What follows belongs to an exercise in optimizing a design on an open flow for small area, a short achievable clock period and few clock cycles per item; a production flow would make more cautious choices. Only simulation tests tie the RTL to the original design; equivalence was not proved.

## lms_core
module lms_core #(
    parameter WIDTH = 16,
    parameter FRAC  = 8
)(
    input wire clk,
    input wire rst,
    input wire start,
    input wire signed [WIDTH-1:0] x_in,
    input wire signed [WIDTH-1:0] d_in,
    output wire signed [WIDTH-1:0] y_out,
    output wire signed [WIDTH-1:0] e_out,
    output reg done
);
For scale: roughly 5300 cells after synthesis, ~430 flip-flops, about 68 I/O pins, ~53000 um^2 of cells after synthesis.
clock: 8.0 ns
lec_check: 0
cap_margin: 20
core_margin: 2
core_utilization: 40
setup_slack_margin: 2.5
slew_margin: 20
synth_hierarchical: 1
synth_minimum_keep_size: 0
run.sh (not shown) runs the stock make flow with config.mk's settings and CLKGATE_MAP_FILE= SYNTH_SCRIPT=/design/flow/synth_recipe.tcl, a recipe that flattens the netlist after the stock synthesis.
The baseline produced a clean layout.
Testbench counts at the start, summed over its fixed seeds: cycles 6,144, items 2,048.
==> next run, changes <==
- CORE_UTILIZATION: 40 -> 55
- CTS_BUF_LIST: not set -> sky130_fd_sc_hd__clkbuf_4 sky130_fd_sc_hd__clkbuf_8
- PLACE_DENSITY: not set -> 0.7
- SETUP_SLACK_MARGIN: 2.5 -> 2.75
- TNS_END_PERCENT: not set -> 10
Outcome: Clock skew rose by 0.050 ns. Count of clock-buffer cells in the layout goes up by 42. Worst setup slack loses 0.10 ns. Via count is higher slightly.
==> next run, changes <==
- CORE_UTILIZATION: 55 -> 65
- PLACE_DENSITY: 0.7 -> not set
Effect: The new run completed without violations; non-clock buffer count rises by 1; via count rose by 1.2%; maximum frequency came out higher by 2.6%; final area is about the same; setup slack gains 0.14 ns; clock skew drops by 0.0057 ns; utilization rose by 11 points.
==> next run, changes <==
- CORE_UTILIZATION: 65 -> 55
- TNS_END_PERCENT: 10 -> 3
After rerunning: The changed run went through all stages and came out clean. Global-route usage is lower by 4.6 points. Worst hold slack is about the same. First-iteration DRC count is lower by 5.9%. Clock-buffer cell count is higher by 1. Fmax is higher by 0.31%. Final cell count is higher by 2.0%. Wire length is higher by 3.0%. Synthesized area is unchanged. Worst setup slack improves by 0.017 ns.
==> next run, changes <==
- CORE_UTILIZATION: 55 -> 40
- CTS_BUF_LIST: sky130_fd_sc_hd__clkbuf_4 sky130_fd_sc_hd__clkbuf_8 -> not set
- SETUP_SLACK_MARGIN: 2.75 -> 3.0
- TNS_END_PERCENT: 3 -> not set
Setup slack is better by 0.049 ns.
Sequential cell count stays the same.
Utilization fell by 13 points.

* * *

lms_core again, from the RTL that the note above started with.
==> flow/design.v (excerpt) <==
module lms_core #(
    parameter WIDTH = 16,
    parameter FRAC  = 8
)(
    input wire clk,
    input wire rst,
    input wire start,
    input wire signed [WIDTH-1:0] x_in,
    input wire signed [WIDTH-1:0] d_in,
    output wire signed [WIDTH-1:0] y_out,
    output wire signed [WIDTH-1:0] e_out,
    output reg done
);
==> flow/config.mk <==
export PLATFORM = sky130hd
export DESIGN_NAME = lms_core
export DESIGN_NICKNAME = lms_core
export VERILOG_FILES = /design/flow/design.v
export SDC_FILE = /design/flow/constraint.sdc
export NUM_CORES = 4
export LEC_CHECK = 0
export CAP_MARGIN = 20
export CORE_MARGIN = 2
export CORE_UTILIZATION = 55
export CTS_BUF_LIST = sky130_fd_sc_hd__clkbuf_4 sky130_fd_sc_hd__clkbuf_8
export GPL_ROUTABILITY_DRIVEN = 0
export SETUP_SLACK_MARGIN = 2.75
export SLEW_MARGIN = 20
export SYNTH_HIERARCHICAL = 1
export SYNTH_MINIMUM_KEEP_SIZE = 0
export TNS_END_PERCENT = 10
==> flow/constraint.sdc <==
create_clock -name core_clock -period 8.0 [get_ports {clk}]
set_input_delay 1.6000 -clock core_clock [delete_from_list [all_inputs] [get_ports {clk}]]
set_output_delay 1.6000 -clock core_clock [all_outputs]
set_load 0.01 [all_outputs]
The baseline went through all stages and came out clean.
Testbench counts at the start, summed over its fixed seeds: cycles 6,144, items 2,048.
Edit:
--- a/flow/config.mk
+++ b/flow/config.mk
@@ -10,3 +10 @@
-export CORE_UTILIZATION = 55
-export CTS_BUF_LIST = sky130_fd_sc_hd__clkbuf_4 sky130_fd_sc_hd__clkbuf_8
-export GPL_ROUTABILITY_DRIVEN = 0
+export CORE_UTILIZATION = 40
@@ -17 +14,0 @@
-export TNS_END_PERCENT = 10
The changed run passed the timing, design-rule and antenna checks.
Clock-buffer cell count went down by 69.
Worst setup slack gets better by 0.068 ns.
Clock skew is lower by 0.029 ns.
Via count went down by 0.39%.
Design area went up by 1.9%.
Die area went up by 37%.
Synthesized area stays the same.

* * *

Setup of the reference run:
Starting RTL as in the previous note.
Settings: LEC_CHECK=0, CAP_MARGIN=20, CORE_MARGIN=2, CORE_UTILIZATION=40, SETUP_SLACK_MARGIN=2.0, SLEW_MARGIN=20, SYNTH_HIERARCHICAL=1, SYNTH_MINIMUM_KEEP_SIZE=0; clock period 8.0 ns.
Testbench counts of the reference run, summed over its fixed seeds: cycles 6,144, items 2,048.
Changes in the trial run relative to the reference run:
Settings: changing SETUP_SLACK_MARGIN from 2.0 to 2.75; changing CORE_UTILIZATION from 40 to 50; setting CTS_BUF_LIST to sky130_fd_sc_hd__clkbuf_4 sky130_fd_sc_hd__clkbuf_8 for the first time; setting TNS_END_PERCENT to 10 for the first time.
[summary]
- As of the trial run, area of the core had fallen by more than 10% compared to the reference run.
- The fraction of standard cell area that is sequential on the reference run is in line with that on the trial run.
- Going from the reference run to the trial run, detail-routed via count per cell grows by 4.8%.
- Delta (the trial run minus the reference run): via count up 501; highest net fanout along the worst path decreased by 14 relative to the old numbers; number of fillers in the final layout lower.
- Changes observed in the trial run relative to the reference run: number of global-route vias before repair went up 1.1%, die area decreased 27,000 um2, cell count decreased by about 3.3% relative to the old numbers, final standard cell area without fillers up 1100 um2, multi-input gate area in the final layout picked up an extra 0.67%.
- Of the two values seen for timing endpoint of the critical path, acc_b[17] was produced by the reference run and acc_b[20] by the trial run.

* * *

== v41 ==
Starting RTL as in the previous note.
Settings: LEC_CHECK=0, CAP_MARGIN=20, CORE_MARGIN=2, CORE_UTILIZATION=55, CTS_BUF_LIST=sky130_fd_sc_hd__clkbuf_4 sky130_fd_sc_hd__clkbuf_8, SETUP_SLACK_MARGIN=2.9, SLEW_MARGIN=20, SYNTH_HIERARCHICAL=1, SYNTH_MINIMUM_KEEP_SIZE=0; clock period 8.0 ns.
Testbench counts of v41, summed over its fixed seeds: cycles 6,144, items 2,048.
diff inputs: v41 => v11
Settings: SETUP_SLACK_MARGIN now 2.75, was 2.9; TNS_END_PERCENT now 10, previously not set; ABC_AREA now 1, previously not set.
Results
- Per the comparison of v11 with v41, global-route usage over all layers went up, final instance count without filler cells grew by 36%.
- Worst hold path cell count (lower): v41
- Clock buffer count in the final layout: v11 > v41
Inputs modified between v11 and v55:
Settings: ABC_AREA no longer set, was 1.
Post-CTS setup buffer count in v55 vs v11: up 8
Lower synthesized netlist cell count was reported by v55, not v11.
In v55 the post-synthesis sequential area ratio turned out 0.73 points higher than in v11.
Routed length on met3 ended up 16% lower on v55 than on v11.
On clock latency on the worst-skew pair, v11 and v55 are neck and neck.
[compare] base=v11 new=v55: maximum cell stage delay along the critical path went down 0.06 ns, proportion of synthesized area in mux cells moved up.
Per the comparison of v55 with v11, per-cell routed wire length went up about 26%, global-route track usage on met1 went down 2.6 points.
### v55 -> v43
Settings: TNS_END_PERCENT removed (was 10).
[summary]
- v43 completed; timing, DRC and antenna clean
- NOTE: post-route standard cell area excluding fillers in v43 exceeds that of v55
- For v43, the top routing layer in use was met4, unlike v55, where it was met5.
- [compare] base=v55 new=v43: final setup slack of the worst path rose by 0.069 ns, count of cell instances traversed by the critical path fell by 2.
#### Input delta (v3 over v43)
Settings: TNS_END_PERCENT newly set to 10; SETUP_SLACK_MARGIN changed from 2.75 to 2.6.
### Flow results
v3 ends up with higher worst reg-to-reg path cell count than v43 does.
Going from v43 to v3, final count of hold timing violations barely changed, placed cell area held.
v3 vs v43: final-layout clock buffer total up by a little under 10%
[compare] base=v43 new=v3: final estimated routing congestion in global placement climbed about 2.8%; wire length reported by the detailed router barely changed; final cell count without fillers dropped 0.36%; area added between synthesis and finish dropped 1.5 points.
Total non-filler cell area in the finished layout: v3 vs v43 down 1.3%
v3 vs v43 — sequential share of layout area rose 0.18 points.

separate check: timing with driven ports:
No port has a modelled driver above. Below, the same layouts with a new extraction and two added sets of constraints. Step 1 (the two cells are an assumption about what drives the block):
set clk [get_ports {clk}]
set_driving_cell -lib_cell sky130_fd_sc_hd__clkbuf_16 $clk
set_driving_cell -lib_cell sky130_fd_sc_hd__buf_2 [delete_from_list [all_inputs] $clk]
Step 2 moves the port delays by t, midway between the first and last clock arrival at a register: inputs arrive t later, outputs are due t later. That takes back most of the time a late clock gives input paths. Slacks: no drivers / after step 1 / after step 2; pairs: no drivers / after step 1.
| run | t (ns) | setup slack, ns | latest minus earliest clock arrival (ns) | worst register clock-pin slew, ns |
|---|---|---|---|---|
| the first run of note 1 | 0.736 | 2.509 / 2.509 / 2.509 | 0.023 / 0.023 | 0.07 / 0.07 |
| the second run of note 1 | 0.798 | 2.407 / 2.407 / 2.407 | 0.073 / 0.072 | 0.06 / 0.06 |
| the third run of note 1 | 0.804 | 2.551 / 2.551 / 2.551 | 0.071 / 0.070 | 0.07 / 0.07 |
| the fourth run of note 1 | 0.817 | 2.568 / 2.568 / 2.568 | 0.059 / 0.060 | 0.07 / 0.07 |
| the fifth run of note 1 | 0.738 | 2.617 / 2.617 / 2.617 | 0.034 / 0.035 | 0.07 / 0.07 |
| the first run of note 2 | 0.810 | 2.564 / 2.564 / 2.564 | 0.072 / 0.072 | 0.07 / 0.07 |
| the second run of note 2 | 0.745 | 2.632 / 2.632 / 2.632 | 0.046 / 0.046 | 0.08 / 0.08 |
| the reference run | 0.735 | 2.064 / 2.011 / 2.064 | 0.024 / 0.024 | 0.07 / 0.07 |
| the trial run | 0.833 | 2.637 / 2.637 / 2.637 | 0.061 / 0.061 | 0.07 / 0.07 |
| v41 | 0.833 | 2.544 / 2.544 / 2.544 | 0.038 / 0.039 | 0.07 / 0.07 |
| v11 | 0.832 | 2.682 / 2.682 / 2.682 | 0.063 / 0.063 | 0.07 / 0.07 |
| v55 | 0.827 | 2.597 / 2.574 / 2.597 | 0.051 / 0.051 | 0.07 / 0.07 |
| v43 | 0.821 | 2.666 / 2.666 / 2.666 | 0.063 / 0.064 | 0.09 / 0.09 |
| v3 | 0.857 | 2.460 / 2.448 / 2.460 | 0.059 / 0.059 | 0.07 / 0.07 |
After both steps every run listed still meets setup and hold.
